This is an optimization exercise on Yosys and OpenROAD, whose aim is small area, not a production implementation.
The RTL was checked by simulation tests, not by an equivalence proof against the original design.
Power and IR drop assume default switching activity.

[flow/flow/abc.script]
strash
dc2
balance; rewrite; refactor; balance; rewrite; rewrite -z; balance; refactor -z; rewrite -z; balance
&get -n
&deepsyn -T 60
&put
dch -f
map -a
topo
[flow/constraint.sdc]
create_clock -name core_clock -period 10.0 [get_ports {clock}]
set_input_delay 2.0000 -clock core_clock [delete_from_list [all_inputs] [get_ports {clock}]]
set_output_delay 2.0000 -clock core_clock [all_outputs]
set_load 0.01 [all_outputs]
[flow/standard.sh]
#!/bin/bash
# synth_recipe.tcl (not shown) runs the flow's synth.tcl, then flattens the netlist and writes it again
# the make line also repeats each setting of config.mk as NAME=value (left out here)
make -C /OpenROAD-flow-scripts/flow DESIGN_CONFIG=/design/flow/config.mk WORK_HOME=/design/flow/orfs CLKGATE_MAP_FILE= SYNTH_SCRIPT=/design/flow/synth_recipe.tcl "${@:-finish}"
[flow/flow/run.sh]
#!/bin/bash
# Layout flow: the standard ORFS flow (standard.sh) with three changes:
#  - synthesis maps logic with an area-oriented ABC script (flow/abc.script) in
#    place of ORFS's abc_speed.script; everything else in ORFS's scripts is unchanged
#  - clock tree synthesis without dummy load cells, using clkbuf_8 buffers
#  - port buffers are inserted as buf_1
set -euo pipefail
rm -rf scripts_mod
cp -r "$FLOW_HOME/scripts" scripts_mod
cp flow/abc.script scripts_mod/abc_speed.script
export SCRIPTS_DIR="$PWD/scripts_mod"
export CTS_ARGS="-sink_clustering_enable -repair_clock_nets -dont_use_dummy_load -buf_list sky130_fd_sc_hd__clkbuf_8 -sink_clustering_size 30 -sink_clustering_max_diameter 100"
export BUFFER_PORTS_ARGS="-buffer_cell sky130_fd_sc_hd__buf_1"
bash standard.sh > standard.log 2>&1
[flow/design.v]
`default_nettype none
module debounce (
    input  logic clock,
    input  logic reset,
    input  logic btn,
    output logic press
);
  logic s1, s2;
  always_ff @(posedge clock) begin
    s1 <= btn;
    s2 <= s1;
  end
  localparam logic [7:0] Z = 8'hf7;
  logic [7:0] y, x, xn;
  assign x = y ^ Z;
  assign press = (x == 8'h7f);
  assign xn = {x[6:0], ~(x[7] ^ x[5] ^ x[4] ^ x[3]) | press};
  always_ff @(posedge clock or posedge reset) begin
    if (reset) y <= 8'h00;
    else if (s2) y <= xn ^ Z;
    else y <= 8'h00;
  end
endmodule
module ChipInterface (
    input  logic clock,
    input  logic reset,
    input  logic [4:0] btn,
    output logic [5:0] led
);
  logic confirm, clear, asel_p, e0, e1;
  debounce d0 (.clock(clock), .reset(reset), .btn(btn[0]), .press(confirm));
  debounce d1 (.clock(clock), .reset(reset), .btn(btn[1]), .press(clear));
  debounce d2 (.clock(clock), .reset(reset), .btn(btn[2]), .press(asel_p));
  debounce d3 (.clock(clock), .reset(reset), .btn(btn[3]), .press(e0));
  debounce d4 (.clock(clock), .reset(reset), .btn(btn[4]), .press(e1));
  typedef enum logic [2:0] {IDLE = 3'b000, TIMEOUT = 3'b001, INPUT = 3'b010, VERIFY = 3'b011,
                            PASS = 3'b100, FAIL = 3'b101, LOCK = 3'b110, ALGO = 3'b111} state_t;
  state_t st, st_n;
  logic [14:0] p, p_n;
  logic [5:0] s, s_n;
  logic p_end, p_zero, clr;
  assign p_end = (p == 15'h77b9);
  assign p_zero = (p == 15'h0000);
  logic asel, asel_n;           
  logic chg, chg_n;
  logic [1:0] wr, wr_n;
  logic [2:0] alg, alg_n;
  logic [5:0] otp;
  logic [11:0] ref_pw;
  logic [5:0] o;
  assign o = otp;
  always_comb begin
    case (alg)
      3'd0: begin
        ref_pw[0] = 1'b1;
        ref_pw[1] = (o[0]);
        ref_pw[2] = (o[1]);
        ref_pw[3] = (o[2]);
        ref_pw[4] = (o[3]);
        ref_pw[5] = (o[4]);
        ref_pw[6] = (o[5]);
        ref_pw[7] = 1'b0;
        ref_pw[8] = 1'b0;
        ref_pw[9] = 1'b0;
        ref_pw[10] = 1'b0;
        ref_pw[11] = 1'b0;
      end
      3'd1: begin
        ref_pw[0] = 1'b1;
        ref_pw[1] = 1'b1;
        ref_pw[2] = (o[0]);
        ref_pw[3] = (o[1]);
        ref_pw[4] = (o[2]);
        ref_pw[5] = (~o[3]);
        ref_pw[6] = (o[4]);
        ref_pw[7] = (~o[5]);
        ref_pw[8] = 1'b0;
        ref_pw[9] = 1'b0;
        ref_pw[10] = 1'b0;
        ref_pw[11] = 1'b0;
      end
      3'd2: begin
        ref_pw[0] = (o[0] & ~o[1]) | (~o[0] & o[1]);
        ref_pw[1] = (o[0] & ~o[2]) | (o[1] & ~o[2]) | (~o[0] & ~o[4] & o[5]);
        ref_pw[2] = (o[0] & o[3]) | (~o[0] & ~o[3]) | (~o[1] & ~o[5]);
        ref_pw[3] = (~o[3]) | (o[2] & o[5]) | (o[1] & o[4]);
        ref_pw[4] = (~o[4]) | (o[2] & o[5]) | (~o[0] & ~o[2]);
        ref_pw[5] = (~o[3] & o[5]) | (o[2] & o[3] & ~o[5]);
        ref_pw[6] = (o[3] & o[4]) | (o[4] & ~o[5]) | (o[1] & ~o[2] & ~o[3]);
        ref_pw[7] = (o[4] & o[5]) | (o[3] & o[5]);
        ref_pw[8] = 1'b0;
        ref_pw[9] = 1'b0;
        ref_pw[10] = 1'b0;
        ref_pw[11] = 1'b0;
      end
      3'd3: begin
        ref_pw[0] = (~o[0]);
        ref_pw[1] = (~o[1]);
        ref_pw[2] = (o[0] & o[2]) | (~o[0] & ~o[2]);
        ref_pw[3] = (o[0] & o[3]) | (o[1] & o[3]) | (o[0] & ~o[5]) | (~o[2] & ~o[3] & o[4]);
        ref_pw[4] = (~o[0] & o[1]) | (~o[3] & ~o[4]) | (o[0] & o[2] & o[5]) | (o[1] & o[4]);
        ref_pw[5] = (~o[0] & o[5]) | (o[1] & o[3] & ~o[4]) | (~o[1] & o[2] & o[4]) | (~o[0] & o[1] & o[3]);
        ref_pw[6] = (~o[3] & ~o[4]) | (o[0] & o[3] & o[4]) | (o[2] & ~o[3] & o[5]) | (o[1] & ~o[2] & o[4]);
        ref_pw[7] = (o[1] & o[2]) | (o[2] & ~o[3]) | (~o[1] & ~o[2] & o[3]) | (o[3] & o[4] & o[5]);
        ref_pw[8] = (~o[4]) | (~o[5]) | (~o[2] & ~o[3]);
        ref_pw[9] = 1'b1;
        ref_pw[10] = 1'b1;
        ref_pw[11] = 1'b1;
      end
      3'd4: begin
        ref_pw[0] = (o[0]);
        ref_pw[1] = 1'b0;
        ref_pw[2] = (~o[0] & o[1]);
        ref_pw[3] = (o[0] & o[3]) | (~o[2] & ~o[4]) | (~o[1] & o[2] & ~o[3]);
        ref_pw[4] = (o[0] & o[2] & ~o[3]) | (~o[2] & o[3] & o[5]) | (~o[0] & o[3] & o[5]);
        ref_pw[5] = (~o[3] & o[4]) | (o[0] & o[2] & ~o[4]) | (~o[0] & o[1] & o[4]) | (~o[2] & o[3] & ~o[4]);
        ref_pw[6] = (o[0] & ~o[1]) | (~o[0] & o[1] & o[2]) | (~o[3] & o[5]) | (~o[1] & ~o[2]);
        ref_pw[7] = (~o[1] & o[2] & o[5]) | (~o[0] & o[1] & ~o[5]) | (o[3] & o[4] & o[5]) | (~o[2] & ~o[3] & ~o[4]);
        ref_pw[8] = (o[3] & o[5]) | (~o[0] & ~o[3]) | (o[0] & o[3]) | (~o[2] & ~o[3] & o[4]);
        ref_pw[9] = (o[2] & o[5]) | (o[3] & o[4] & ~o[5]) | (~o[2] & o[3] & ~o[4]);
        ref_pw[10] = (o[3] & o[5]) | (~o[2] & ~o[4]);
        ref_pw[11] = (o[4] & o[5]);
      end
      3'd5: begin
        ref_pw[0] = (~o[0]);
        ref_pw[1] = (o[0] & o[1]) | (~o[0] & ~o[1]);
        ref_pw[2] = (o[0] & ~o[2]) | (o[1] & ~o[2]) | (~o[0] & ~o[4] & o[5]);
        ref_pw[3] = (o[0] & o[3]) | (~o[0] & ~o[3]) | (~o[1] & ~o[5]);
        ref_pw[4] = (~o[3]) | (o[2] & o[5]) | (o[1] & o[4]);
        ref_pw[5] = (~o[4]) | (o[2] & o[5]) | (~o[0] & ~o[2]);
        ref_pw[6] = (o[3] & o[5]) | (~o[0] & o[4] & ~o[5]) | (~o[3] & ~o[5]);
        ref_pw[7] = (o[2] & o[5]) | (o[3] & ~o[4]) | (~o[1] & o[5]) | (~o[4] & ~o[5]);
        ref_pw[8] = (~o[5]) | (~o[3] & ~o[4]);
        ref_pw[9] = 1'b1;
        ref_pw[10] = 1'b0;
        ref_pw[11] = 1'b0;
      end
      3'd6: begin
        ref_pw[0] = (o[3]);
        ref_pw[1] = (~o[4]);
        ref_pw[2] = (o[4] & ~o[5]) | (~o[4] & o[5]);
        ref_pw[3] = (~o[0] & ~o[5]) | (o[0] & o[4] & o[5]) | (~o[0] & ~o[1]);
        ref_pw[4] = (o[0] & o[1]) | (~o[0] & ~o[1]) | (~o[0] & o[5]);
        ref_pw[5] = (o[0] & ~o[2]) | (o[1] & ~o[2]) | (~o[0] & ~o[4] & o[5]);
        ref_pw[6] = (~o[2]) | (~o[0] & ~o[1]);
        ref_pw[7] = (o[2] & o[4]) | (o[2] & ~o[5]) | (o[0] & o[2]);
        ref_pw[8] = 1'b1;
        ref_pw[9] = 1'b0;
        ref_pw[10] = 1'b1;
        ref_pw[11] = 1'b0;
      end
      3'd7: begin
        ref_pw[0] = (o[0]);
        ref_pw[1] = (o[1]);
        ref_pw[2] = (o[2]);
        ref_pw[3] = (o[0] & ~o[3]) | (~o[0] & o[3]);
        ref_pw[4] = (o[0] & ~o[3]) | (~o[1] & ~o[2]) | (~o[4] & ~o[5]) | (o[0] & o[2] & o[5]) | (o[3] & o[4] & o[5]);
        ref_pw[5] = (~o[3] & ~o[4]) | (~o[0] & o[1] & o[3]) | (~o[2] & ~o[3]) | (~o[0] & o[1] & o[5]);
        ref_pw[6] = (~o[0] & ~o[5]) | (o[2] & ~o[3] & o[4]);
        ref_pw[7] = (o[2] & o[5]) | (~o[0] & o[4]) | (~o[1] & ~o[2]) | (~o[2] & o[3] & ~o[4]);
        ref_pw[8] = (o[0] & ~o[1]) | (~o[4] & o[5]) | (o[2] & o[5]);
        ref_pw[9] = (o[3] & o[4] & o[5]);
        ref_pw[10] = 1'b0;
        ref_pw[11] = 1'b0;
      end
    endcase
  end
  logic end6, endl, tmo, any_entry;
  assign end6 = s[2] & s[1] & p_zero;            
  assign tmo = s[5] & s[4] & s[3] & s[1] & s[0] & p_end;   
  always_comb begin
    case (wr)
      2'd1: endl = (s[3:0] == 4'hF) & p_zero;     
      2'd2: endl = (s[4:1] == 4'hF) & p_zero;     
      default: endl = (s[5:2] == 4'hF) & p_zero;  
    endcase
  end
  assign any_entry = asel_p | e0 | e1;
  always_comb begin
    st_n = st;
    chg_n = 1'b0;
    clr = 1'b0;
    wr_n = wr;
    alg_n = alg;
    case (st)
      IDLE: begin
        if (tmo) begin st_n = TIMEOUT; chg_n = 1'b1; clr = 1'b1; end
        else if (any_entry) begin st_n = INPUT; clr = 1'b1; end
      end
      TIMEOUT: st_n = IDLE;
      INPUT: begin
        clr = 1'b1;
        if (confirm) st_n = VERIFY;
      end
      VERIFY: begin
        clr = 1'b1;
        if (p[11:0] == ref_pw) st_n = PASS;
        else begin st_n = FAIL; wr_n = wr + 2'd1; end
      end
      PASS: if (end6) begin
        clr = 1'b1;
        if (asel) st_n = ALGO;
        else begin st_n = IDLE; chg_n = 1'b1; end
      end
      ALGO: begin
        clr = 1'b1;
        if (confirm) begin st_n = IDLE; chg_n = 1'b1; end
        else if (clear) alg_n = 3'd0;
        else if (e0) alg_n = {alg[1:0], 1'b0};
        else if (e1) alg_n = {alg[1:0], 1'b1};
      end
      FAIL: if (end6) begin st_n = LOCK; chg_n = 1'b1; clr = 1'b1; end
      LOCK: if (endl) begin st_n = IDLE; chg_n = 1'b1; clr = 1'b1; end
    endcase
  end
  always_comb begin
    s_n = s;
    if (clr) s_n = 6'd0;
    else if (p_end) s_n = s + 6'd1;
    if (st == INPUT) begin
      if (confirm) p_n = p;
      else if (clear) p_n = 15'h0000;
      else if (e0) p_n = {p[13:0], 1'b0};
      else if (e1) p_n = {p[13:0], 1'b1};
      else p_n = p;
    end else if (st == IDLE && !tmo && any_entry) begin
      p_n = {14'b0, ~asel_p & ~e0};
    end else if (clr | p_end) begin
      p_n = 15'h0000;
    end else begin
      p_n = {p[13:0], ~(p[14] ^ p[13])};
    end
  end
  assign asel_n = (st == IDLE) ? asel_p : asel;
  always_ff @(posedge clock) asel <= asel_n;
  always_ff @(posedge clock or posedge reset) begin
    if (reset) begin
      st <= IDLE;
      chg <= 1'b0;
      wr <= 2'd0;
      alg <= 3'd0;
      p <= 15'h0000;
      s <= 6'd0;
      otp <= 6'b101101;
    end else begin
      st <= st_n;
      chg <= chg_n;
      wr <= wr_n;
      alg <= alg_n;
      p <= p_n;
      s <= s_n;
      if (chg) otp <= {otp[4:0], otp[5] ^ otp[3]};
    end
  end
  always_ff @(posedge clock or posedge reset) begin
    if (reset) led <= 6'b0;
    else case (st)
      PASS: led <= 6'b111111;
      ALGO: led <= {3'b0, alg};
      FAIL: led <= s[0] ? 6'b000000 : 6'b111111;
      LOCK: led <= 6'b101010;
      default: led <= otp;
    endcase
  end
endmodule
`default_nettype none
module my_chip (
    input  logic [11:0] io_in,
    output logic [11:0] io_out,
    input  logic clock,
    input  logic reset
);
  logic [5:0] led;
  ChipInterface chipInterface_inst (
      .clock(clock),
      .reset(reset),
      .btn(io_in[4:0]),
      .led(led)
  );
  assign io_out = {6'b0, led};
endmodule
[flow/config.mk]
export PLATFORM = sky130hd
export DESIGN_NAME = my_chip
export DESIGN_NICKNAME = my_chip
export VERILOG_FILES = /design/flow/design.v
export SDC_FILE = /design/flow/constraint.sdc
export NUM_CORES = 4
export LEC_CHECK = 0
export CAP_MARGIN = 20
export CORE_MARGIN = 2
export CORE_UTILIZATION = 40
export SLEW_MARGIN = 20
==> metrics.md, run 1 <==
| Metric | Value |
|---|---|
| Status | complete, no violations |
| Vias | 4192 |
| CTS Buffer Depth | 2 |
| Worst Setup Path Type | flip-flop to flip-flop |
| Synth async-reset ratio | 88.2% |
| Top_reg_cell synth | dfrtp_1 |
| Maximum vdd drop | 0.000116 V |
| Worst hold margin | between 0.3 and 0.4 ns |
| YS warnings | 2 |
| Grt total ovfl | 0 |
| Synth Area in XOR/XNOR | 3.94% |
| P_leak | roughly 2.1 nW |
| Slowest CP cell | dfstp_2 |
| Largest net degree at the start of global routing | 83 |
| Root buffer cell | clkbuf_8 |
| Core Area | ~12000 sq um |
| Starting DRT DRC Count | 301 |
| Critical path endpoint category | flip-flop |
| Achievable Freq | about 250 MHz |
| Post-Synth Adder-Cell Area | under 10% |
| Hold Vio Cnt, Final | 0 |
| DR vias/cell | between 5 and 6 |
| Flop2flop setup slack | between 5 and 6 ns |
| Clock Skew | around 0.022 ns |
| RSZ-0062 raised after global routing | no |
| Die span in x | approximately 110 um |
| CTS tree | built |
| Top cell by count, worst path | a2111oi_0 |
| Slew HR | between 40 and 50% |
| Critical Path RT | ~10 ns |
| Number of buffers created by CTS | 9 |
| Clock latency (worst-skew pair) | ~0.35 ns |
| Final nets | 650 |
| Startpoint Class | flip-flop |
| Final setup vio count | 0 |
| Multiplexer share of the synthesized area | 0% |
| RePlAce Congestion | 0.897 |
| Power per cell area | around 190 nW/um^2 |
| Syn avg cell area | between 8 and 9 sq um |
| Clk sinks | 93 |
| # port buffers | 12 |
| Post-CTS Resized | 0 |
| Fin crit period | around 4 ns |
| Post-synthesis sequential area ratio | a little under half |
| Top-Level Pins | 26 |
| Worst path arrival time | between 4 and 5 ns |
| Number of global-route vias before repair | around 4000 |
| Distinct cells, synth | 35 |
| Setup bufs post-CTS | 0 |
| Simple-Gate Fraction of Synth Area | ~18% |
| Wire length per cell | between 15 and 20 um |
| First-pass GRT wire length | ~19000 um |
| Post-cts hold buffer count | 0 |
| CP peak stage delay | about 0.83 ns |
| Fin crit share | roughly two fifths |
| Crit-path cells | clkinv_1 -> ha_1 -> nor2_1 -> a31oi_1 -> a2111oi_0 -> nand3_1 -> o21ai_0 -> xor2_1 -> a2111oi_0 -> nand4_1 -> nand2_1 -> o311ai_0 -> a22o_2 |
| Max-slew violations | 0 |
| Initial Utilization | 40.9% |
| GRT Total Usage | a little under a fifth |
| Worst Path Max Fanout | 23 |
| DRT Pass-1 Iters | 5 |
| CTS HTree Levels | 3 |
| Max Cap Viol | 0 |
| Antenna violations before repair | 0 |
| Synthesized instance count | 589 |
| Share of layout cells above drive strength 1 | ~3.3% |
| DRT antenna net count | 0 |
| DRC Markers | 0 |
| Setup TNS | 0 ns |
| Complex-gate fraction of the synthesized area | 16.6% |
| Area Growth Syn to Fin | 7.40% |
| DP Wirelength | 8380 um |
| Largest family of logic cells by synthesized area | simple AND/OR/NAND/NOR gates |
| N_diodes | 0 |
| Clock transition at path regs | 0.09 ns |
| Die area | roughly 13000 sq um |
| Slew @ Worst Pin | 0.800 ns |
| Post-Syn Area | slightly below 5000 sq um |
| Aggregate routed wire length | 11500 um |
| Flops & latches, synth | between 90 and 100 |
| Row cnt | 40 |
| Hold Crit Class | flip-flop to flip-flop |
| Die height | 115 um |
| EDFF count, synth | 1 |
-- layout by cell type, fill, tap and decap left out, types with 9 or more instances in the layout --
| master | n |
|---|---|
| nand2_1 | 49 |
| nand4_1 | 13 |
| clkbuf_8 | 9 |
| dfrtp_1 | 78 |
| a21oi_1 | 40 |
| dfxtp_1 | 10 |
| ha_1 | 21 |
| clkinv_1 | 102 |
| o22ai_1 | 25 |
| nor3_1 | 24 |
| nor2_1 | 93 |
| nor4_1 | 9 |
| o21ai_0 | 33 |
| buf_1 | 12 |
| nand3_1 | 19 |
| xor2_1 | 15 |
-- kinds of logic after synthesis --
kind of cell	after synthesis
flip-flops	93
adder cells (fa/ha/maj)	21
other	1
buffers and inverters	109
AO/OA/AOI/OAI	134
XOR/XNOR	22
AND/OR/NAND/NOR	209
-- worst max-delay path: cells and delay by family, from the launching register on --
kind            cells  cell delay, ns
simple gates        4            0.68
flops               1            0.83
xor+xnor            1            0.10
fa+ha+maj           1            0.36
compound gates      6            1.41
buf+inv             1            0.50
-- synthesized netlist by cell type (all sizes together), types with 7 or more instances --
cell type	number	area share, %
nand4	13	1.7
nor2	93	7.1
nand2	49	3.8
xor2	15	2.7
a21oi	40	4.1
dfxtp	10	4.1
nand3	19	1.9
xnor2	7	1.3
dfrtp	78	40
nor4	9	1.2
o22ai	25	3.2
nor3	24	2.5
clkinv	103	7.9
o21ai	33	3.4
o211ai	7	1.1
ha	21	5.4
-- report_power, final --
| part | leakage [nW] | internal [W] | switching, W |
|---|---|---|---|
| sequential | 1.17 | 0.000431 | 0.0000475 |
| combinational | 0.909 | 0.000104 | 0.000198 |
| clock | 0.0647 | 0.0000807 | 0.000111 |
| total | 2.14 | 0.000616 | 0.000356 |
-- state kept, by name, indices dropped and copies added, names as in the netlist, 2 cells and up --
signal and count:
chipInterface_inst.p 15, chipInterface_inst.d0.y 8, chipInterface_inst.d1.y 8, chipInterface_inst.d2.y 8
chipInterface_inst.d3.y 8, chipInterface_inst.d4.y 8, chipInterface_inst.led 6, chipInterface_inst.otp 6
chipInterface_inst.s 6, chipInterface_inst.alg 3, chipInterface_inst.st 3, chipInterface_inst.wr 2
-- final timing paths --
check / start / end / cells past startpoint
max: chipInterface_inst.otp[3] / chipInterface_inst.st[0] / 13
min in group asynchronous: reset / chipInterface_inst.d2.y[5] / 3
max in group asynchronous: reset / chipInterface_inst.alg[2] / 3
min: chipInterface_inst.d3.s1 / chipInterface_inst.d3.s2 / 0
max reg2reg: chipInterface_inst.otp[3] / chipInterface_inst.st[0] / 13
min reg2reg: chipInterface_inst.d3.s1 / chipInterface_inst.d3.s2 / 0
-- layout make-up --
class                           count  area, sq um
Fill cell                        1206         6710
Inverter                          103          388
Tap cell                          147          184
Sequential cell                    93         2290
Clock buffer                        9          124
Multi-Input combinational cell    392         2190
Timing Repair Buffer               16         78.8
-- per-stage QoR --
| step | setup WS [ns] | power (W) | area [sq um] | instances | util [%] |
|---|---|---|---|---|---|
| 6_report | 5.99 | 0.000972 | 5250 | 760 | 43.9 |
| 5_1_grt | 5.64 | 0.00104 | 5250 | 760 | 43.9 |
| 4_1_cts | 6.14 | 0.000980 | 5250 | 760 | 43.8 |
| 3_5_place_dp | 6.23 | 0.000787 | 5120 | 751 | 42.8 |
| 3_3_place_gp | 6.16 | 0.000779 | 5120 | 751 | 42.8 |
| 2_1_floorplan | 6.65 | 0.000699 | 4910 | 594 | - |
-- metal layers --
metal	vias to the layer above	wire length [um]	GRT usage, %
met4	0	341	8.86
met2	141	5390	30.0
met3	27	579	2.96
li1	2055	-	-
met1	1969	5160	24.5
met5	-	0	0
==> run 2, diff against run 1 <==
==> flow/flow/abc.script (replaced) <==
strash
dc2
balance; rewrite; refactor; balance; rewrite; rewrite -z; balance; refactor -z; rewrite -z; balance
dc2
balance; rewrite; refactor; balance; rewrite; rewrite -z; balance; refactor -z; rewrite -z; balance
dch -f
map -a
topo
==> metrics.md, run 2 <==
| Metric | Value |
|---|---|
| Status | complete, no violations |
| Fill cells | 1208 (+0.17%) |
| Achievable Freq | 273 MHz (+9.4%) |
| Wire length per cell | 14.7 um (-2.9%) |
| Number of global-route vias before repair | 4094 (+0.66%) |
| Synthesized instance count | 601 (+2.0%) |
| Post-CTS Resized | 0 (unchanged) |
| # port buffers | 12 (unchanged) |
| DR vias/cell | 5.36 (-2.9%) |
| Commonest non-fill, non-tap cell in the layout | nor2_1 |
| DRT Pass-1 Iters | 5 (unchanged) |
| Pre-CTS WS | 6.39 ns (+0.165 ns) |
| Hold Vio Cnt, Final | 0 (unchanged) |
| Slew HR | 52.4% (+6.3 points) |
| Yosys top cell by area | dfrtp_1 |
| Clock Skew | 0.0197 ns (-0.00249 ns) |
| Slew @ Worst Pin | 0.708 ns (-0.0920 ns) |
| EDFF count, synth | 1 (unchanged) |
| Hold Crit Class | flip-flop to flip-flop |
| RSZ-0062 raised after global routing | no |
| Post-place instance area | 5190 sq um (+1.3%) |
| Setup TNS | 0 ns (unchanged) |
| Distinct cells, synth | 37 (+5.7%) |
| Max-slew violations | 0 (unchanged) |
| Top-Level Pins | 26 (unchanged) |
| Fin crit share | 36.7% (-3.5 points) |
| Final setup vio count | 0 (unchanged) |
| Net Sw Frac | 37.8% (+1.2 points) |
| Max reg flops | 15 (unchanged) |
| DRT antenna net count | 0 (unchanged) |
| Int Pwr | 0.000634 W (+2.9%) |
| Critical Path RT | 10.24 ns (+0.02 ns) |
| Setup ws final | 6.33 ns (+0.346 ns) |
| Flops & latches, synth | 93 (unchanged) |
| Combinational share of power | 33.0% (+1.9 points) |
| Syn avg cell area | 8.23 sq um (-0.87%) |
| P_leak | 2.17 nW (+1.4%) |
| Die area | 13300 sq um (+1.1%) |
| Clock latency (worst-skew pair) | 0.36 ns (about the same) |
| N_diodes | 0 (unchanged) |
| Antenna violations before repair | 0 (unchanged) |
| First-pass GRT wire length | 19900 um (+2.7%) |
| Post-synth top area share | 39.5% (-0.45 points) |
| Initial Utilization | 41.0% (+0.13 points) |
| Power per cell area | 192 nW/um^2 (+3.5%) |
| Post-cts hold buffer count | 0 (unchanged) |
| CTS HTree Levels | 3 (unchanged) |
| Top_reg_cell synth | dfrtp_1 |
| Largest cells by area after synthesis | dfrtp_1, nor2_1, clkinv_1 |
| Largest net degree at the start of global routing | 83 (unchanged) |
| Top reg by flops | chipInterface_inst.p |
| Startpoint Class | flip-flop |
| Area Growth Syn to Fin | 7.54% |
| RePlAce Congestion | 0.899 (+0.13%) |
| CTS Buffer Depth | 2 (unchanged) |
| Root buffer cell | clkbuf_8 |
| Maximum vdd drop | 0.000101 V (-13%) |
| Clk sinks | 93 (unchanged) |
| List of most frequent post-synthesis cells | nor2_1, clkinv_1, dfrtp_1, nand2_1, a21oi_1 |
| Post-synthesis sequential area ratio | 46.3% (-0.53 points) |
| Core Area | 12100 sq um (+0.84%) |
| Synth async-reset ratio | 88.2% (unchanged) |
| Share of layout cells above drive strength 1 | 2.89% (-0.37 points) |
| Most frequent cells in the layout | nor2_1, clkinv_1, dfrtp_1 |
| DRC Markers | 0 (unchanged) |
| Die span in x | 115 um (+0.55%) |
| Final nets | 660 (+1.5%) |
| Sequential Power Share | 48.3% (-0.9 points) |
| Die height | 115 um (+0.55%) |
| Worst path arrival time | 3.90 ns (-0.34 ns) |
| Fin crit period | 3.67 ns (-0.346 ns) |
| Worst Path Max Fanout | 14 (-39%) |
| Critical path endpoint category | flip-flop |
| Grt total ovfl | 0 (unchanged) |
| YS warnings | 2 (unchanged) |
| Clock power share | 18.7% (-1.0 points) |
| Most frequent cell after synthesis | nor2_1 |
| Vias | 4238 (+1.1%) |
| Number of buffers created by CTS | 9 (unchanged) |
| Aggregate routed wire length | 11600 um (+1.1%) |
| Clock transition at path regs | 0.09 ns (about the same) |
| CTS tree | built |
| DP Wirelength | 8460 um (+0.94%) |
| Worst Setup Path Type | flip-flop to flip-flop |
| Row cnt | 40 (unchanged) |
| Setup bufs post-CTS | 0 (unchanged) |
| Post-Syn Area | 4940 sq um (+1.2%) |
| Net Sw Power | 0.000385 W (+8.2%) |
| Starting DRT DRC Count | 354 (+18%) |
| GRT Total Usage | 18.9% (+0.31 points) |
| Fin area | 5320 sq um (+1.3%) |
| Max Cap Viol | 0 (unchanged) |
| Final Power | 0.00102 W (+4.8%) |
[run 2: cell types whose count changed in the layout (fill, tap and decap cells not counted), moves of 3 or more]
cell,delta
a211oi_1,+4
o21ai_0,-3
a2111oi_0,-4
o2111ai_1,+5
o22ai_1,-3
nor3_1,+3
o211ai_1,-3
nor2_1,+11
[run 2: metal layers]
layer | global-route usage (%) | routed length [um] | share of wire [%]
met4 | 9.72 | 401 | 3.5
met1 | 25.2 | 5190 | 45
met3 | 2.53 | 556 | 4.8
met2 | 30.4 | 5450 | 47
met5 | 0 | 0 | 0
[run 2: worst paths after layout]
check | from | end | slack, ns | depth (start not counted)
setup / recovery | chipInterface_inst.otp[4] | chipInterface_inst.st[0] | 6.33 | 12
hold / removal | chipInterface_inst.d2.s1 | chipInterface_inst.d2.s2 | 0.33 | 0
setup reg to reg | chipInterface_inst.otp[4] | chipInterface_inst.st[0] | 6.33 | 12
hold reg to reg | chipInterface_inst.d2.s1 | chipInterface_inst.d2.s2 | 0.33 | 0
max in group asynchronous | reset | chipInterface_inst.p[5] | 7.70 | 3
min in group asynchronous | reset | chipInterface_inst.d1.y[3] | 1.82 | 3
[run 2: layout make-up]
cell class | instances | area [sq um] | share of cell area, %
Clock buffer | 9 | 124 | 2.33
Inverter | 103 | 388 | 7.30
Multi-Input combinational cell | 404 | 2240 | 42.2
Sequential cell | 93 | 2290 | 43.0
Tap cell | 168 | 210 | 3.95
Timing Repair Buffer | 14 | 63.8 | 1.20
[run 2: worst max-delay path, cell delays in order, from the launching register on]
cell and delay (ns):
dfrtp_1 0.69, clkinv_1 0.59, ha_1 0.42, nor3_1 0.18, nor2_1 0.07, nor4_1 0.52
xor2_1 0.19, nand2_1 0.07, nor3_1 0.22, nand4_1 0.17, nand2_1 0.17, o211ai_1 0.12
o2bb2ai_1 0.14
[run 2: power groups by stage]
stage | clock (W) | sequential (W) | combinational, W
final | 0.000191 | 0.000492 | 0.000337
after global routing | 0.000212 | 0.000503 | 0.000383
after CTS | 0.000199 | 0.000492 | 0.000338
after floorplan | 0 | 0.000492 | 0.000254
after global placement | 0 | 0.000497 | 0.000330
after detailed placement | 0 | 0.000500 | 0.000337
[run 2: kinds of logic after synthesis]
family / count (synthesis) / share of synthesized area, %
compound gates: 131 / 16.2
other cells: 1 / 0.0759
fa+ha+maj: 21 / 5.32
flops: 93 / 46.3
simple gates: 224 / 19.5
xor+xnor: 22 / 3.90
buf+inv: 109 / 8.73
[run 2: through the flow]
stage	utilization [%]	hold WS, ns	cells
finish	44.1	0.331	791
global route	44.1	0.340	791
CTS	44.0	0.332	791
detailed placement	43.0	0.312	782
global placement	43.0	0.311	782
floorplan	-	0.310	606
==> run 3, diff against run 2 <==
--- a/flow/design.v
+++ b/flow/design.v
@@ -43,3 +43,2 @@
   assign p_zero = (p == 15'h0000);
-  logic asel, asel_n;           
   logic chg, chg_n;
@@ -201,3 +200,3 @@
         clr = 1'b1;
-        if (asel) st_n = ALGO;
+        if (s[5]) st_n = ALGO;
         else begin st_n = IDLE; chg_n = 1'b1; end
@@ -216,5 +215,7 @@
   always_comb begin
-    s_n = s;
-    if (clr) s_n = 6'd0;
+    if (st == IDLE && !tmo && any_entry) s_n = {asel_p, 5'd0};
+    else if (st == INPUT || st == VERIFY) s_n = {s[5], 5'd0};
+    else if (clr) s_n = 6'd0;
     else if (p_end) s_n = s + 6'd1;
+    else s_n = s;
     if (st == INPUT) begin
@@ -233,4 +234,2 @@
   end
-  assign asel_n = (st == IDLE) ? asel_p : asel;
-  always_ff @(posedge clock) asel <= asel_n;
   always_ff @(posedge clock or posedge reset) begin
--- a/flow/flow/abc.script
+++ b/flow/flow/abc.script
@@ -5,4 +5,6 @@
 balance; rewrite; refactor; balance; rewrite; rewrite -z; balance; refactor -z; rewrite -z; balance
-dch -f
-map -a
+&get -n
+&dch -f
+&nf -R 1000 -p
+&put
 topo
==> metrics.md, run 3 <==
| Metric | Value |
|---|---|
| Row cnt | 39 (-2.5%) |
| Die area | 12900 sq um (-2.9%) |
| Die height | 113 um (-1.5%) |
| Post-cts hold buffer count | 0 (unchanged) |
| Initial Utilization | 41.5% (+0.47 points) |
| Clock latency (worst-skew pair) | 0.35 ns (about the same) |
| RePlAce Congestion | 0.944 (+5.0%) |
| Post-CTS Resized | 0 (unchanged) |
| FF-to-FF Start | chipInterface_inst.otp[4] |
| Fin crit period | 4.27 ns (+0.600 ns) |
| Slew @ Worst Pin | 0.999 ns (+0.291 ns) |
| Commonest non-fill, non-tap cell in the layout | dfrtp_1 |
| Fill cells | 1127 (-6.7%) |
| Clock power share | 14.9% (-3.8 points) |
| Max Cap Viol | 0 (unchanged) |
| CTS tree | built |
| Most frequent cells in the layout | dfrtp_1, nand2_1, o21ai_0 |
| Starting DRT DRC Count | 350 (-1.1%) |
| Clk sinks | 92 (-1.1%) |
| Vias | 3876 (-8.5%) |
| N_diodes | 0 (unchanged) |
| Final nets | 555 (-16%) |
| DR vias/cell | 5.86 (+9.4%) |
| DRC Markers | 0 (unchanged) |
| Status | complete, no violations |
| Largest cells by area after synthesis | dfrtp_1, ha_1, o21ai_0 |
| Post-synthesis sequential area ratio | 47.1% (+0.81 points) |
| Distinct cells, synth | 48 (+30%) |
| Core Area | 11600 sq um (-4.1%) |
| Number of global-route vias before repair | 3729 (-8.9%) |
| Max-slew violations | 0 (unchanged) |
| Startpoint Class | flip-flop |
| Die span in x | 113 um (-1.5%) |
| Worst Setup Path Type | flip-flop to flip-flop |
| Wire length per cell | 16.5 um (+12%) |
| YS warnings | 2 (unchanged) |
| P_leak | 2.15 nW (-0.90%) |
| Reg2Reg Capture Point | chipInterface_inst.st[0] |
| Max reg flops | 15 (unchanged) |
| Post-Syn Area | 4790 sq um (-3.0%) |
| Hold Crit Class | flip-flop to flip-flop |
| Combinational share of power | 39.6% (+6.6 points) |
| Maximum vdd drop | 0.0000931 V (-7.7%) |
| Worst Path Max Fanout | 22 (+8) |
| Worst path arrival time | 4.50 ns (+0.60 ns) |
| Final setup vio count | 0 (unchanged) |
| Clock Skew | 0.0257 ns (+0.00603 ns) |
| CTS HTree Levels | 3 (unchanged) |
| Flops & latches, synth | 92 (-1.1%) |
| Net Sw Frac | 43.0% (+5.2 points) |
| Setup bufs post-CTS | 0 (unchanged) |
| Root buffer cell | clkbuf_8 |
| Clock transition at path regs | 0.08 ns (about the same) |
| Worst r2r path cells | 12 (unchanged) |
| Number of buffers created by CTS | 9 (unchanged) |
| First-pass GRT wire length | 18000 um (-9.4%) |
| Antenna violations before repair | 0 (unchanged) |
| Hold Vio Cnt, Final | 0 (unchanged) |
| RSZ-0062 raised after global routing | no |
| Post-synth top area share | 40.7% (+1.2 points) |
| # port buffers | 12 (unchanged) |
| Final Power | 0.00129 W (+26%) |
| Aggregate routed wire length | 10900 um (-6.2%) |
| Int Pwr | 0.000732 W (+16%) |
| Power per cell area | 250 nW/um^2 (+30%) |
| Synthesized instance count | 495 (-18%) |
| Top-Level Pins | 26 (unchanged) |
| CTS Buffer Depth | 2 (unchanged) |
| Slew HR | 33.1% (-19 points) |
| Share of layout cells above drive strength 1 | 3.28% (+0.39 points) |
| Fin crit share | 42.7% (+6.0 points) |
| List of most frequent post-synthesis cells | dfrtp_1, nand2_1, o21ai_0, nor2_1, and2_0 |
| Critical Path End | chipInterface_inst.st[0] |
| Net Sw Power | 0.000553 W (+44%) |
| Critical Path RT | 10.23 ns (about the same) |
| Yosys top cell by area | dfrtp_1 |
| Beginning of the critical path | chipInterface_inst.otp[4] |
| Achievable Freq | 234 MHz (-14%) |
| Sequential Power Share | 45.5% (-2.8 points) |
| GRT Total Usage | 17.4% (-1.6 points) |
| Syn avg cell area | 9.69 sq um (+18%) |
| Setup TNS | 0 ns (unchanged) |
| DRT antenna net count | 0 (unchanged) |
| Synth async-reset ratio | 89.1% (+0.96 points) |
| DP Wirelength | 7570 um (-10%) |
| Top reg by flops | chipInterface_inst.p |
| Top_reg_cell synth | dfrtp_1 |
| Flop2flop setup slack | 5.73 ns (-0.60 ns) |
| Most frequent cell after synthesis | dfrtp_1 |
| DRT Pass-1 Iters | 5 (unchanged) |
| Critical path endpoint category | flip-flop |
| Grt total ovfl | 0 (unchanged) |
| Area Growth Syn to Fin | 7.31% |
| Largest net degree at the start of global routing | 83 (unchanged) |
| EDFF count, synth | 0 (-1) |
==> run 3: cell count changes in the layout (fill, tap and decap cells not counted), moves of 7 or more <==
cell | before | now
nor3_1 | 27 | 6
nor2_1 | 104 | 36
o21ai_0 | 30 | 42
and2_0 | 0 | 30
nand3_1 | 18 | 8
clkinv_1 | 102 | 15
a22o_1 | 0 | 17
nand4_1 | 12 | 4
xnor2_1 | 9 | 22
o22ai_1 | 22 | 6
o211ai_1 | 4 | 11
and3_1 | 0 | 8
a21oi_1 | 41 | 28
nor2b_1 | 0 | 12
==> run 3: final cells by class <==
cell class	count	area [sq um]	share of cell area [%]
clock buffers	9	124	2.41
repair buffers	15	71.3	1.39
inverters	16	61.3	1.19
flip-flops and latches	92	2260	43.9
multi-input cells	386	2450	47.7
well taps	143	179	3.48
==> run 3: worst max-delay path: stages, from the launching register on <==
cell and delay, ns:
dfrtp_1 0.83, clkinv_1 0.48, ha_1 0.35, a221o_1 0.27
a21oi_1 0.13, o21ai_0 0.11, o31ai_1 0.39, xnor2_1 0.11
nor4_1 0.27, nand3_1 0.12, o31ai_1 0.61, o221ai_1 0.24
a22o_1 0.24
==> run 3: per-stage QoR <==
step                util [%]  setup WS (ns)  hold slack (ns)  cell area (sq um)  instances
finish                  44.5           5.73            0.331               5140        661
global route            44.5           5.40            0.344               5140        661
CTS                     44.4           5.77            0.335               5140        661
global placement        43.4           5.77            0.311               5020        652
detailed placement      43.4           5.81            0.314               5020        652
floorplan                  -           6.65            0.310               4810        500
==> run 3: kinds of logic after synthesis <==
group | after synthesis | share of synthesized area, %
adders and majority gates | 21 | 5.48
AOI/OAI and AO/OA | 143 | 19.4
muxes | 2 | 0.470
xor gates and xnor gates | 31 | 5.66
other | 1 | 0.0782
and+or+nand+nor | 183 | 19.7
buffers and inverters | 22 | 2.19
DFF | 92 | 47.1
==> run 3: how the worst min path moves through the flow <==
stage                     cells past startpoint  slack [ns]                startpoint                       end
final                                         0        0.33  chipInterface_inst.d2.s1  chipInterface_inst.d2.s2
after CTS                                     0        0.34  chipInterface_inst.d2.s1  chipInterface_inst.d2.s2
after detailed placement                      0        0.31  chipInterface_inst.d1.s1  chipInterface_inst.d1.s2
after floorplan                               0        0.31  chipInterface_inst.d0.s1  chipInterface_inst.d0.s2
after global routing                          0        0.34  chipInterface_inst.d0.s1  chipInterface_inst.d0.s2
after global placement                        0        0.31  chipInterface_inst.d1.s1  chipInterface_inst.d1.s2
==> run 3: power by group through the flow <==
stage	Combinational, W	Sequential, W	Clock, W
floorplan	0.000377	0.000554	0
global placement	0.000501	0.000589	0
detailed placement	0.000502	0.000589	0
CTS	0.000506	0.000582	0.000200
global route	0.000565	0.000600	0.000217
finish	0.000509	0.000584	0.000192
==> run 3: routing by layer <==
layer  routed length [um]  share of wire [%]  GRT usage [%]
met4                  368                3.4           8.29
met3                  522                4.8           2.66
met5                    0                  0              0
met2                 4970                 46           27.0
met1                 5020                 46           23.9
==> run 4, diff against run 3 <==
--- a/flow/flow/abc.script
+++ b/flow/flow/abc.script
@@ -7,3 +7,3 @@
 &dch -f
-&nf -R 1000 -p
+&nf -R 1000 -p -E 50
 &put
==> metrics.md, run 4 <==
| Metric | Value |
|---|---|
| Worst path top cell family by delay | compound AO/OA/AOI/OAI gates |
| Hold Vio Cnt, Final | 0 (unchanged) |
| Final nets | 559 (+0.72%) |
| CTS tree | built |
| Area Growth Syn to Fin | 7.20% (about the same) |
| Slew @ Worst Pin | 0.971 ns (-0.0284 ns) |
| Fin crit period | 3.73 ns (-0.536 ns) |
| Largest net degree at the start of global routing | 83 (unchanged) |
| Most frequent cells in the layout | dfrtp_1, nand2_1, o21ai_0 |
| Number of global-route vias before repair | 3901 (+4.6%) |
| Flop2flop setup slack | 6.27 ns (+0.54 ns) |
| Post-synthesis sequential area ratio | 46.9% (-0.17 points) |
| Post-cts hold buffer count | 0 (unchanged) |
| Flops & latches, synth | 92 (unchanged) |
| Post-Syn Area | 4810 sq um (+0.37%) |
| Row cnt | 40 (+2.6%) |
| Post-synth top area share | 40.6% (-0.15 points) |
| Core Area | 11900 sq um (+2.6%) |
| Clock power share | 14.6% (-0.3 points) |
| Max-slew violations | 0 (unchanged) |
| Largest cells by area after synthesis | dfrtp_1, ha_1, o21ai_0 |
| Number of buffers created by CTS | 9 (unchanged) |
| Fin crit share | 37.3% (-5.4 points) |
| EDFF count, synth | 0 (unchanged) |
| Crit path depth | 13 (+1) |
| Top cell by count, worst path | o21ai_0 |
| CTS Buffer Depth | 2 (unchanged) |
| Max Cap Viol | 0 (unchanged) |
| Worst Setup Path Type | flip-flop to flip-flop |
| Grt total ovfl | 0 (unchanged) |
| Worst Path Max Fanout | 19 (-14%) |
| Clk sinks | 92 (unchanged) |
| DRC Markers | 0 (unchanged) |
| DRT Pass-1 Iters | 5 (unchanged) |
| Syn avg cell area | 9.62 sq um (-0.64%) |
| Startpoint Class | flip-flop |
| Achievable Freq | 268 MHz (+14%) |
| Clock Skew | 0.0251 ns (-0.000578 ns) |
| Critical Path RT | 10.24 ns (about the same) |
| Top-Level Pins | 26 (unchanged) |
| Worst hold margin | 0.313 ns (-0.0180 ns) |
| Hold Crit Class | flip-flop to flip-flop |
| RSZ-0062 raised after global routing | no |
| DRT antenna net count | 0 (unchanged) |
| Top_reg_cell synth | dfrtp_1 |
| Status | complete, no violations |
| Commonest non-fill, non-tap cell in the layout | dfrtp_1 |
| Share of layout cells above drive strength 1 | 3.07% (-0.22 points) |
| Starting DRT DRC Count | 299 (-15%) |
| Distinct cells, synth | 51 (+6.3%) |
| Critical path endpoint category | flip-flop |
| Die span in x | 114 um (+0.18%) |
| Max reg flops | 15 (unchanged) |
| Crit-path cells | clkinv_1 -> ha_1 -> a22oi_1 -> o211ai_1 -> a211oi_1 -> o21ai_0 -> o21ai_0 -> xor2_1 -> nand3_1 -> nor4_1 -> a31oi_1 -> nor3_1 -> o21ai_0 |
| List of most frequent post-synthesis cells | dfrtp_1, nand2_1, o21ai_0, nor2_1, a21oi_1 |
| DP Wirelength | 7600 um (+0.28%) |
| # port buffers | 12 (unchanged) |
| P_leak | 2.18 nW (+1.3%) |
| Die area | 12900 sq um (+0.35%) |
| Setup TNS | 0 ns (unchanged) |
| Top reg by flops | chipInterface_inst.p |
| Antenna violations before repair | 0 (unchanged) |
| Initial Utilization | 40.6% (-0.89 points) |
| Maximum vdd drop | 0.000125 V (+34%) |
| Worst path arrival time | 3.97 ns (-0.53 ns) |
| Net Sw Frac | 43.0% (-0.059 points) |
| Die height | 114 um (+0.18%) |
| Slowest CP cell | dfrtp_1 |
| Clock latency (worst-skew pair) | 0.36 ns (about the same) |
| Combinational share of power | 40.6% (+1.0 points) |
| Final setup vio count | 0 (unchanged) |
| Worst Path Buf+Inv | 1 (unchanged) |
| DR vias/cell | 5.80 (-1.1%) |
| Clock transition at path regs | 0.08 ns (about the same) |
| Power per cell area | 252 nW/um^2 (+0.73%) |
| GRT Total Usage | 18.2% (+0.83 points) |
| Slew HR | 34.8% (+1.6 points) |
| CP peak stage delay | 0.78 ns (-0.05 ns) |
| Fill cells | 1169 (+3.7%) |
| Worst r2r path cells | 13 (+1) |
| Most frequent cell after synthesis | dfrtp_1 |
| RePlAce Congestion | 0.960 (+1.7%) |
| Post-CTS Resized | 0 (unchanged) |
| Sequential Power Share | 44.8% (-0.7 points) |
| Root buffer cell | clkbuf_8 |
| Net Sw Power | 0.000558 W (+0.86%) |
| First-pass GRT wire length | 19000 um (+5.1%) |
| Synth async-reset ratio | 89.1% (unchanged) |
| Synthesized instance count | 500 (+1.0%) |
| YS warnings | 2 (unchanged) |
| CTS HTree Levels | 3 (unchanged) |
| Wire length per cell | 16.3 um (-0.95%) |
| Int Pwr | 0.000740 W (+1.1%) |
| Vias | 3879 (+0.077%) |
| Aggregate routed wire length | 10900 um (+0.25%) |
| Setup bufs post-CTS | 0 (unchanged) |
| N_diodes | 0 (unchanged) |
| Hold path cells | 0 (unchanged) |
| Yosys top cell by area | dfrtp_1 |
[run 4: power groups by stage]
stage                     Sequential (W)  Clock, W  Combinational [W]
after global placement          0.000584         0           0.000516
final                           0.000582  0.000190           0.000527
after global routing            0.000596  0.000215           0.000590
after floorplan                 0.000549         0           0.000391
after CTS                       0.000577  0.000199           0.000524
after detailed placement        0.000583         0           0.000521
[run 4: worst paths after layout]
kind,from,endpoint
worst min-delay path,chipInterface_inst.d3.s1,chipInterface_inst.d3.s2
min in group asynchronous,reset,chipInterface_inst.d3.y[5]
max in group asynchronous,reset,chipInterface_inst.alg[2]
worst max-delay path,chipInterface_inst.otp[4],chipInterface_inst.st[0]
worst max register to register,chipInterface_inst.otp[4],chipInterface_inst.st[0]
worst min register to register,chipInterface_inst.d3.s1,chipInterface_inst.d3.s2
[run 4: layer usage]
layer  track usage (%)  up-vias  part of all wire (%)
li1                  -     1859                     -
met4              8.21        0                   2.8
met3              3.67       27                   5.2
met1              24.7     1875                    46
met2              28.3      118                    46
met5                 0        -                     0
[run 4: cell type report]
type                            count  area, sq um  area share (%)
Inverter                           14         53.8            1.04
Sequential cell                    92         2260            43.8
Multi-Input combinational cell    393         2480            48.0
Clock buffer                        9          124            2.40
Timing Repair Buffer               14         63.8            1.24
Tap cell                          147          184            3.57
[run 4: cells by family after synthesis]
kind of cell,count (synthesis),synth area share [%]
AOI/OAI and AO/OA,139,18.8
adders and majority gates,21,5.46
muxes,1,0.234
DFF,92,46.9
xor gates and xnor gates,30,5.46
buffers and inverters,20,2.03
and+or+nand+nor,196,21.0
other,1,0.0779
[run 4: metrics by stage]
step                      total power (W)  std cells  utilization [%]  instance area, sq um  setup slack, ns
after detailed placement          0.00110        660             42.4                  5030             6.29
final                             0.00130        669             43.5                  5160             6.27
after global routing              0.00140        669             43.5                  5160             5.88
after CTS                         0.00130        669             43.5                  5150             6.29
after global placement            0.00110        660             42.4                  5030             6.30
after floorplan                  0.000941        505                -                  4830             6.65
==> run 5, diff against run 4 <==
--- a/flow/design.v
+++ b/flow/design.v
@@ -12,3 +12,3 @@
   end
-  localparam logic [7:0] Z = 8'hf7;
+  localparam logic [7:0] Z = 8'hf0;
   logic [7:0] y, x, xn;
@@ -16,3 +16,3 @@
   assign press = (x == 8'h7f);
-  assign xn = {x[6:0], ~(x[7] ^ x[5] ^ x[4] ^ x[3]) | press};
+  assign xn = {x[6:0], ~(x[7] ^ (x[0] & x[4])) | press};
   always_ff @(posedge clock or posedge reset) begin
--- a/flow/flow/run.sh
+++ b/flow/flow/run.sh
@@ -4,2 +4,3 @@
 #    place of ORFS's abc_speed.script; everything else in ORFS's scripts is unchanged
+#  - no half/full adder extraction before ABC (ADDER_MAP_FILE empty)
 #  - clock tree synthesis without dummy load cells, using clkbuf_8 buffers
@@ -11,2 +12,3 @@
 export SCRIPTS_DIR="$PWD/scripts_mod"
+export ADDER_MAP_FILE=
 export CTS_ARGS="-sink_clustering_enable -repair_clock_nets -dont_use_dummy_load -buf_list sky130_fd_sc_hd__clkbuf_8 -sink_clustering_size 30 -sink_clustering_max_diameter 100"
--- a/flow/flow/abc.script
+++ b/flow/flow/abc.script
@@ -7,3 +7,3 @@
 &dch -f
-&nf -R 1000 -p -E 50
+&nf -R 1000 -p
 &put
==> metrics.md, run 5 <==
| Metric | Value |
|---|---|
| Synth Area in XOR/XNOR | 4.27% (-1.2 points) |
| Die area | 12100 sq um (-6.0%) |
| Status | complete, no violations |
| Final setup vio count | 0 (unchanged) |
| Startpoint Class | flip-flop |
| M1 wire length | 4750 um (-5.4%) |
| Crit-path cells | clkinv_1 -> a21oi_1 -> o22ai_1 -> a211oi_1 -> o21ai_0 -> o32ai_1 -> xor2_1 -> nand4_1 -> o21a_1 -> o21ai_0 -> nand2_1 |
| Synth async-reset ratio | 89.1% (unchanged) |
| Max reg flops | 15 (unchanged) |
| EDFF count, synth | 0 (unchanged) |
| WL met3 | 718 um (+27%) |
| CTS Buffer Depth | 2 (unchanged) |
| Top cell by count, worst path | o21ai_0 |
| Hold Crit Class | flip-flop to flip-flop |
| Clock Skew | 0.0202 ns (-0.00499 ns) |
| RSZ-0062 raised after global routing | no |
| Distinct cells, synth | 48 (-5.9%) |
| Setup TNS | 0 ns (unchanged) |
| Clk sinks | 92 (unchanged) |
| Final nets | 512 (-8.4%) |
| Post-cts hold buffer count | 0 (unchanged) |
| Vias | 3726 (-3.9%) |
| Antenna violations before repair | 0 (unchanged) |
| Top-Level Pins | 26 (unchanged) |
| Share of layout cells above drive strength 1 | 3.43% (+0.36 points) |
| Post-place instance area | 4710 sq um (-6.3%) |
| Largest cells by area after synthesis | dfrtp_1, and2_0, nand2_1 |
| Hold Vio Cnt, Final | 0 (unchanged) |
| Power per cell area | 147 nW/um^2 (-42%) |
| Post-synthesis sequential area ratio | 50.0% (+3.1 points) |
| Multiplexer share of the synthesized area | 0.499% (+0.27 points) |
| Post-Synth Adder-Cell Area | 0% (-5.5 points) |
| Achievable Freq | 279 MHz (+4.2%) |
| P_leak | 2.00 nW (-8.3%) |
| Maximum vdd drop | 0.000110 V (-12%) |
| Top reg by flops | chipInterface_inst.p |
| Post-synth top area share | 43.3% (+2.7 points) |
| DP Wirelength | 7060 um (-7.1%) |
| Die span in x | 110 um (-3.1%) |
| N_diodes | 0 (unchanged) |
| Largest family of logic cells by synthesized area | simple AND/OR/NAND/NOR gates |
| Fin crit share | 35.8% (-1.5 points) |
| CTS HTree Levels | 3 (unchanged) |
| Starting DRT DRC Count | 287 (-4.0%) |
| Commonest non-fill, non-tap cell in the layout | dfrtp_1 |
| DRT antenna net count | 0 (unchanged) |
| Worst Setup Path Type | flip-flop to flip-flop |
| YS warnings | 2 (unchanged) |
| Non-filler instance count after layout | 636 (-4.9%) |
| Number of buffers created by CTS | 9 (unchanged) |
| Area Growth Syn to Fin | 7.60% |
| Top_reg_cell synth | dfrtp_1 |
| Largest net degree at the start of global routing | 83 (unchanged) |
| Fill cells | 1043 (-11%) |
| Register area | 2260 sq um (unchanged) |
| Aggregate routed wire length | 10500 um (-3.7%) |
| Most frequent cell after synthesis | dfrtp_1 |
| Grt total ovfl | 0 (unchanged) |
| Critical Path RT | 10.23 ns (about the same) |
| DR vias/cell | 5.86 (+1.0%) |
| Core Area | 10900 sq um (-7.8%) |
| Uppermost routed layer | met4 |
| Complex-gate fraction of the synthesized area | 20.2% (+1.4 points) |
| DRC Markers | 0 (unchanged) |
| GRT Total Usage | 18.6% (+0.44 points) |
| Clock transition at path regs | 0.08 ns (about the same) |
| Most frequent cells in the layout | dfrtp_1, nand2_1, and2_0, o21ai_0, nor2_1 |
| RePlAce Congestion | 0.903 (-5.9%) |
| Final Power | 0.000714 W (-45%) |
| Hold_sp | chipInterface_inst.d0.s1 |
| Synthesized instance count | 475 (-5.0%) |
| Simple-Gate Fraction of Synth Area | 23.2% (+2.2 points) |
| Slew @ Worst Pin | 1.06 ns (+0.0891 ns) |
| Die height | 110 um (-3.1%) |
| Root buffer cell | clkbuf_8 |
| First-pass GRT wire length | 17600 um (-7.3%) |
| Slowest CP cell | dfrtp_1 |
| Worst Path Max Fanout | 23 (+4) |
| Routed wl met2 | 4730 um (-5.6%) |
| Multi-input logic area | 2210 sq um (-11%) |
| Row cnt | 38 (-5.0%) |
| Max-slew violations | 0 (unchanged) |
| Post-CTS Resized | 0 (unchanged) |
| Clock latency (worst-skew pair) | 0.35 ns (about the same) |
| FF-to-FF Start | chipInterface_inst.otp[4] |
| Max Cap Viol | 0 (unchanged) |
| Worst path arrival time | 3.82 ns (-0.15 ns) |
| Syn avg cell area | 9.50 sq um (-1.3%) |
| Flops & latches, synth | 92 (unchanged) |
| Setup bufs post-CTS | 0 (unchanged) |
| CP peak stage delay | 0.82 ns (+0.04 ns) |
| Number of global-route vias before repair | 3565 (-8.6%) |
| Initial Utilization | 41.3% (+0.69 points) |
| Beginning of the critical path | chipInterface_inst.otp[4] |
| Dpl cells | 627 (-5.0%) |
| # port buffers | 12 (unchanged) |
| CTS tree | built |
| Wire length per cell | 16.5 um (+1.3%) |
| Yosys top cell by area | dfrtp_1 |
| Critical path endpoint category | flip-flop |
| Fin crit period | 3.58 ns (-0.149 ns) |
| Slew HR | 29.1% (-5.7 points) |
| DRT Pass-1 Iters | 5 (unchanged) |
| Post-Syn Area | 4510 sq um (-6.2%) |
| Fin area | 4850 sq um (-5.9%) |
| List of most frequent post-synthesis cells | dfrtp_1, nand2_1, and2_0, o21ai_0, nor2_1 |
-- run 5: cell count changes after synthesis, moves of 6 or more --
cell and change:
ha_1 -21, and2_0 +11, xnor2_1 -9, a21boi_0 +8, and3_1 -7, a22oi_1 -6
nand2b_1 +6, o211ai_1 -6
-- run 5: worst paths after layout --
| path | depth (start not counted) | slack, ns | to |
|---|---|---|---|
| max in group asynchronous | 3 | 7.69 | chipInterface_inst.p[14] |
| min in group asynchronous | 3 | 1.82 | chipInterface_inst.d3.y[1] |
| min | 0 | 0.33 | chipInterface_inst.d0.s2 |
| min reg2reg | 0 | 0.33 | chipInterface_inst.d0.s2 |
| max | 11 | 6.42 | chipInterface_inst.st[0] |
| max reg2reg | 11 | 6.42 | chipInterface_inst.st[0] |
-- run 5: final cells by class --
type	instances	area share [%]
clock buffer	9	2.55
inverter	9	0.722
multi-input combinational	373	45.5
sequential	92	46.5
tap	140	3.61
timing repair buffer	13	1.16
-- run 5: where the power goes --
| part | internal, W | switching [W] | total, W |
|---|---|---|---|
| logic | 0.0000342 | 0.0000592 | 0.0000934 |
| clock network | 0.0000808 | 0.000110 | 0.000191 |
| registers | 0.000391 | 0.0000385 | 0.000430 |
| total | 0.000506 | 0.000208 | 0.000714 |
-- run 5: critical path, delay by kind of cell, from the launching register on --
kind | cells | cell delay [ns]
and+or+nand+nor | 2 | 0.18
AOI/OAI and AO/OA | 7 | 1.76
DFF | 1 | 0.82
xor gates and xnor gates | 1 | 0.19
buffers and inverters | 1 | 0.53
-- run 5: metrics by stage --
stage               setup slack (ns)  util [%]  hold WS (ns)
finish                          6.42      44.4         0.331
global route                    6.17      44.4         0.337
CTS                             6.53      44.2         0.332
detailed placement              6.56      43.1         0.312
global placement                6.43      43.1         0.311
floorplan                       6.65         -         0.310
-- run 5: routing by layer --
layer | global-route usage (%) | vias to the layer above
met1 | 26.5 | 1772
met4 | 8.57 | 0
met2 | 27.6 | 162
met3 | 3.41 | 32
met5 | 0 | -
li1 | - | 1760
-- run 5: kinds of logic (layout without fill, tap and decap cells) --
family	Yosys count	in the layout
flip-flops	92	92
XOR/XNOR	22	22
multiplexers	2	2
AND/OR/NAND/NOR	206	206
other	1	6
AO/OA/AOI/OAI	137	137
buffers and inverters	15	31
==> run 6, diff against run 5 <==
--- a/flow/design.v
+++ b/flow/design.v
@@ -38,2 +38,7 @@
   state_t st, st_n;
+  logic rst_pending;
+  always_ff @(posedge clock or posedge reset) begin
+    if (reset) rst_pending <= 1'b1;
+    else rst_pending <= 1'b0;
+  end
   logic [14:0] p, p_n;
@@ -41,2 +46,6 @@
   logic p_end, p_zero, clr;
+  always_ff @(posedge clock) begin
+    p <= p_n;
+    s <= s_n;
+  end
   assign p_end = (p == 15'h77b9);
@@ -168,3 +177,3 @@
   assign end6 = s[2] & s[1] & p_zero;            
-  assign tmo = s[5] & s[4] & s[3] & s[1] & s[0] & p_end;   
+  assign tmo = ~rst_pending & s[5] & s[4] & s[3] & s[1] & s[0] & p_end;   
   always_comb begin
@@ -215,3 +224,4 @@
   always_comb begin
-    if (st == IDLE && !tmo && any_entry) s_n = {asel_p, 5'd0};
+    if (rst_pending) s_n = 6'd0;
+    else if (st == IDLE && !tmo && any_entry) s_n = {asel_p, 5'd0};
     else if (st == INPUT || st == VERIFY) s_n = {s[5], 5'd0};
@@ -220,3 +230,5 @@
     else s_n = s;
-    if (st == INPUT) begin
+    if (rst_pending) begin
+      p_n = 15'h0001;   
+    end else if (st == INPUT) begin
       if (confirm) p_n = p;
@@ -240,4 +252,2 @@
       alg <= 3'd0;
-      p <= 15'h0000;
-      s <= 6'd0;
       otp <= 6'b101101;
@@ -248,4 +258,2 @@
       alg <= alg_n;
-      p <= p_n;
-      s <= s_n;
       if (chg) otp <= {otp[4:0], otp[5] ^ otp[3]};
==> metrics.md, run 6 <==
| Metric | Value |
|---|---|
| DR vias/cell | 5.88 (+0.32%) |
| CTS HTree Levels | 3 (unchanged) |
| Setup TNS | 0 ns (unchanged) |
| Hold Vio Cnt, Final | 0 (unchanged) |
| Initial Utilization | 41.2% (-0.084 points) |
| Top-Level Pins | 26 (unchanged) |
| Final nets | 527 (+2.9%) |
| Worst path arrival time | 3.96 ns (+0.14 ns) |
| Number of buffers created by CTS | 9 (unchanged) |
| Post-place instance area | 4700 sq um (-0.40%) |
| Flops & latches, synth | 93 (+1.1%) |
| Post-synthesis sequential area ratio | 48.6% (-1.4 points) |
| First-pass GRT wire length | 17700 um (+0.71%) |
| DRC Markers | 0 (unchanged) |
| Fin crit period | 3.71 ns (+0.125 ns) |
| Clock Skew | 0.0275 ns (+0.00733 ns) |
| Post-Synth Adder-Cell Area | 0% (unchanged) |
| Clock transition at path regs | 0.08 ns (about the same) |
| CTS Buffer Depth | 2 (unchanged) |
| Post-synth top area share | 31.8% (-11 points) |
| Number of global-route vias before repair | 3520 (-1.3%) |
| Die height | 110 um (-0.31%) |
| DRT Pass-1 Iters | 6 (+1) |
| Starting DRT DRC Count | 338 (+18%) |
| P_leak | 1.94 nW (-3.0%) |
| Critical path endpoint category | flip-flop |
| Beginning of the critical path | chipInterface_inst.otp[3] |
| Hold Crit Class | flip-flop to flip-flop |
| Fin crit share | 37.1% (+1.3 points) |
| # port buffers | 12 (unchanged) |
| Largest net degree at the start of global routing | 63 (-24%) |
| DP Wirelength | 7150 um (+1.3%) |
| Synth Area in XOR/XNOR | 4.88% (+0.61 points) |
| Setup bufs post-CTS | 0 (unchanged) |
| Wire length per cell | 15.9 um (-4.0%) |
| Worst r2r path cells | 11 (unchanged) |
| Maximum vdd drop | 0.0000681 V (-38%) |
| Critical Path RT | 10.25 ns (+0.02 ns) |
| Top reg by flops | chipInterface_inst.p |
| Largest cells by area after synthesis | dfrtp_1, dfxtp_1, and2_0 |
| Die area | 12100 sq um (-0.62%) |
| Share of layout cells above drive strength 1 | 3.33% (-0.10 points) |
| Max reg flops | 15 (unchanged) |
| Worst Path Max Fanout | 15 (-35%) |
| Area Growth Syn to Fin | 7.51% (about the same) |
| Fill cells | 1069 (+2.5%) |
| Status | complete, no violations |
| Clock latency (worst-skew pair) | 0.36 ns (about the same) |
| Worst Setup Path Type | flip-flop to flip-flop |
| Slew @ Worst Pin | 1.06 ns (+0.00353 ns) |
| List of most frequent post-synthesis cells | dfrtp_1, nor2_1, nand2_1, and2_0, o21ai_0 |
| Worst hold margin | 0.330 ns (-0.000685 ns) |
| Antenna violations before repair | 0 (unchanged) |
| Slew HR | 29.1% (about the same) |
| Post-Syn Area | 4480 sq um (-0.64%) |
| Fin area | 4820 sq um (-0.72%) |
| YS warnings | 2 (unchanged) |
| RSZ-0062 raised after global routing | no |
| Final setup vio count | 0 (unchanged) |
| Clk sinks | 93 (+1.1%) |
| Max-slew violations | 0 (unchanged) |
| Max Cap Viol | 0 (unchanged) |
| Distinct cells, synth | 49 (+2.1%) |
| Startpoint Class | flip-flop |
| Post-cts hold buffer count | 0 (unchanged) |
| Achievable Freq | 270 MHz (-3.4%) |
| Most frequent cell after synthesis | dfrtp_1 |
| Row cnt | 38 (unchanged) |
| Most frequent cells in the layout | dfrtp_1, nor2_1, nand2_1 |
| Multiplexer share of the synthesized area | 0.754% (+0.25 points) |
| Largest family of logic cells by synthesized area | simple AND/OR/NAND/NOR gates |
| Aggregate routed wire length | 10300 um (-1.7%) |
| CTS tree | built |
| Critical Path End | chipInterface_inst.st[0] |
| Synth async-reset ratio | 66.7% (-22 points) |
| Die span in x | 110 um (-0.31%) |
| Synthesized instance count | 488 (+2.7%) |
| Post-CTS Resized | 0 (unchanged) |
| Root buffer cell | clkbuf_8 |
| Commonest non-fill, non-tap cell in the layout | dfrtp_1 |
| Simple-Gate Fraction of Synth Area | 25.7% (+2.5 points) |
| N_diodes | 0 (unchanged) |
| Vias | 3826 (+2.7%) |
| Final Power | 0.000595 W (-17%) |
| RePlAce Congestion | 0.921 (+2.0%) |
| Grt total ovfl | 0 (unchanged) |
| GRT Total Usage | 18.9% (+0.25 points) |
| Reg2Reg Capture Point | chipInterface_inst.st[0] |
| Flop2flop setup slack | 6.29 ns (-0.13 ns) |
| DRT antenna net count | 0 (unchanged) |
| Power per cell area | 123 nW/um^2 (-16%) |
| Yosys top cell by area | dfrtp_1 |
| EDFF count, synth | 0 (unchanged) |
| Syn avg cell area | 9.19 sq um (-3.3%) |
| Top_reg_cell synth | dfrtp_1 |
| FF-to-FF Start | chipInterface_inst.otp[3] |
| Core Area | 10900 sq um (-0.44%) |
| Complex-gate fraction of the synthesized area | 18.4% (-1.8 points) |
run 6: changes by cell type in the layout (fill, tap and decap cells not counted), sizes merged, moves of 5 or more:
cell	previous run	this run
dfrtp	78	57
dfxtp	10	31
nor2	35	52
a22oi	1	15
a22o	15	3
nand2	56	48
nand2b	8	14
xor2	9	15
a31oi	8	13
o21ai	37	32
run 6: critical path, stage by stage, from the launching register on:
cell	delay [ns]
dfstp_2	0.72
clkinv_1	0.43
nor2_1	0.34
o21ai_0	0.14
a32oi_1	0.20
o31ai_1	0.09
o32ai_1	0.41
xor2_1	0.18
nand4_1	0.11
o31ai_1	0.53
o221ai_1	0.24
a22o_1	0.22
run 6: area by class of cell:
cell class	count	area, sq um	share of cell area, %
Timing Repair Buffer	14	60.1	1.25
Inverter	7	26.3	0.545
Multi-Input combinational cell	388	2260	46.8
Clock buffer	9	124	2.57
Sequential cell	93	2180	45.2
Tap cell	140	175	3.63
run 6: per-layer routing:
metal / up-vias / track usage, % / share of wire [%] / wire (um)
li1: 1812 / - / - / -
met1: 1833 / 25.7 / 47 / 4860
met5: - / 0 / 0 / 0
met4: 0 / 8.50 / 2.6 / 271
met2: 153 / 28.3 / 44 / 4540
met3: 28 / 4.68 / 6.3 / 649
run 6: kinds of logic (layout without fill, tap and decap cells):
group,Yosys count,in the layout
compound gates,129,129
xor+xnor,25,25
buf+inv,13,30
flops,93,93
mux,3,3
other cells,1,7
simple gates,224,224
run 6: worst min-delay path by stage:
| stage | start | end | slack, ns | cells after the start |
|---|---|---|---|---|
| after floorplan | chipInterface_inst.d0.s1 | chipInterface_inst.d0.s2 | 0.31 | 0 |
| after global placement | chipInterface_inst.d3.s1 | chipInterface_inst.d3.s2 | 0.31 | 0 |
| after detailed placement | chipInterface_inst.d3.s1 | chipInterface_inst.d3.s2 | 0.31 | 0 |
| after CTS | chipInterface_inst.d4.s1 | chipInterface_inst.d4.s2 | 0.33 | 0 |
| after global routing | chipInterface_inst.d3.s1 | chipInterface_inst.d3.s2 | 0.34 | 0 |
| final | chipInterface_inst.d4.s1 | chipInterface_inst.d4.s2 | 0.33 | 0 |
run 6: report_power, final:
part	internal [W]	switching (W)
clock	0.0000807	0.000112
sequential	0.000382	0.00000632
combinational	0.00000519	0.00000877
run 6: metrics by stage:
step | utilization [%] | worst slack (ns) | cells
2_1_floorplan | - | 7.04 | 494
3_3_place_gp | 43.1 | 6.27 | 642
3_5_place_dp | 43.1 | 6.26 | 642
4_1_cts | 44.3 | 6.26 | 651
5_1_grt | 44.3 | 6.03 | 651
6_report | 44.3 | 6.29 | 651

-- afterwards: timing with drivers on the ports --
The flow's constraints put no driver on any port. The routed layouts listed below were extracted and timed again, unchanged, in two steps.
Step 1 sets driving cells, clkbuf_16 on the clock port and buf_2 on the other inputs (assumed; they add their load-dependent delay and slew).
Step 2 times the ports against the registers' clock, not the clock port: input delays grow and output delays shrink by t, the midpoint of the rising clock arrivals with the driver on.
Three values: ideal ports, drivers, drivers and shift; two values: the first two.
run | shift t [ns] | slack for setup (ns) | hold WS [ns] | worst register clock-pin slew, ns
run 1 | 0.377 | 5.985 / 5.985 / 5.985 | 0.331 / 0.331 / 0.331 | 0.09 / 0.09
run 2 | 0.381 | 6.331 / 6.331 / 6.331 | 0.331 / 0.331 / 0.331 | 0.09 / 0.09
run 3 | 0.372 | 5.731 / 5.731 / 5.731 | 0.331 / 0.331 / 0.331 | 0.09 / 0.09
run 4 | 0.377 | 6.267 / 6.267 / 6.267 | 0.313 / 0.313 / 0.313 | 0.09 / 0.09
run 5 | 0.367 | 6.416 / 6.416 / 6.416 | 0.331 / 0.331 / 0.331 | 0.08 / 0.08
run 6 | 0.386 | 6.290 / 6.290 / 6.290 | 0.330 / 0.330 / 0.330 | 0.09 / 0.09
After both steps every run listed still meets setup and hold.
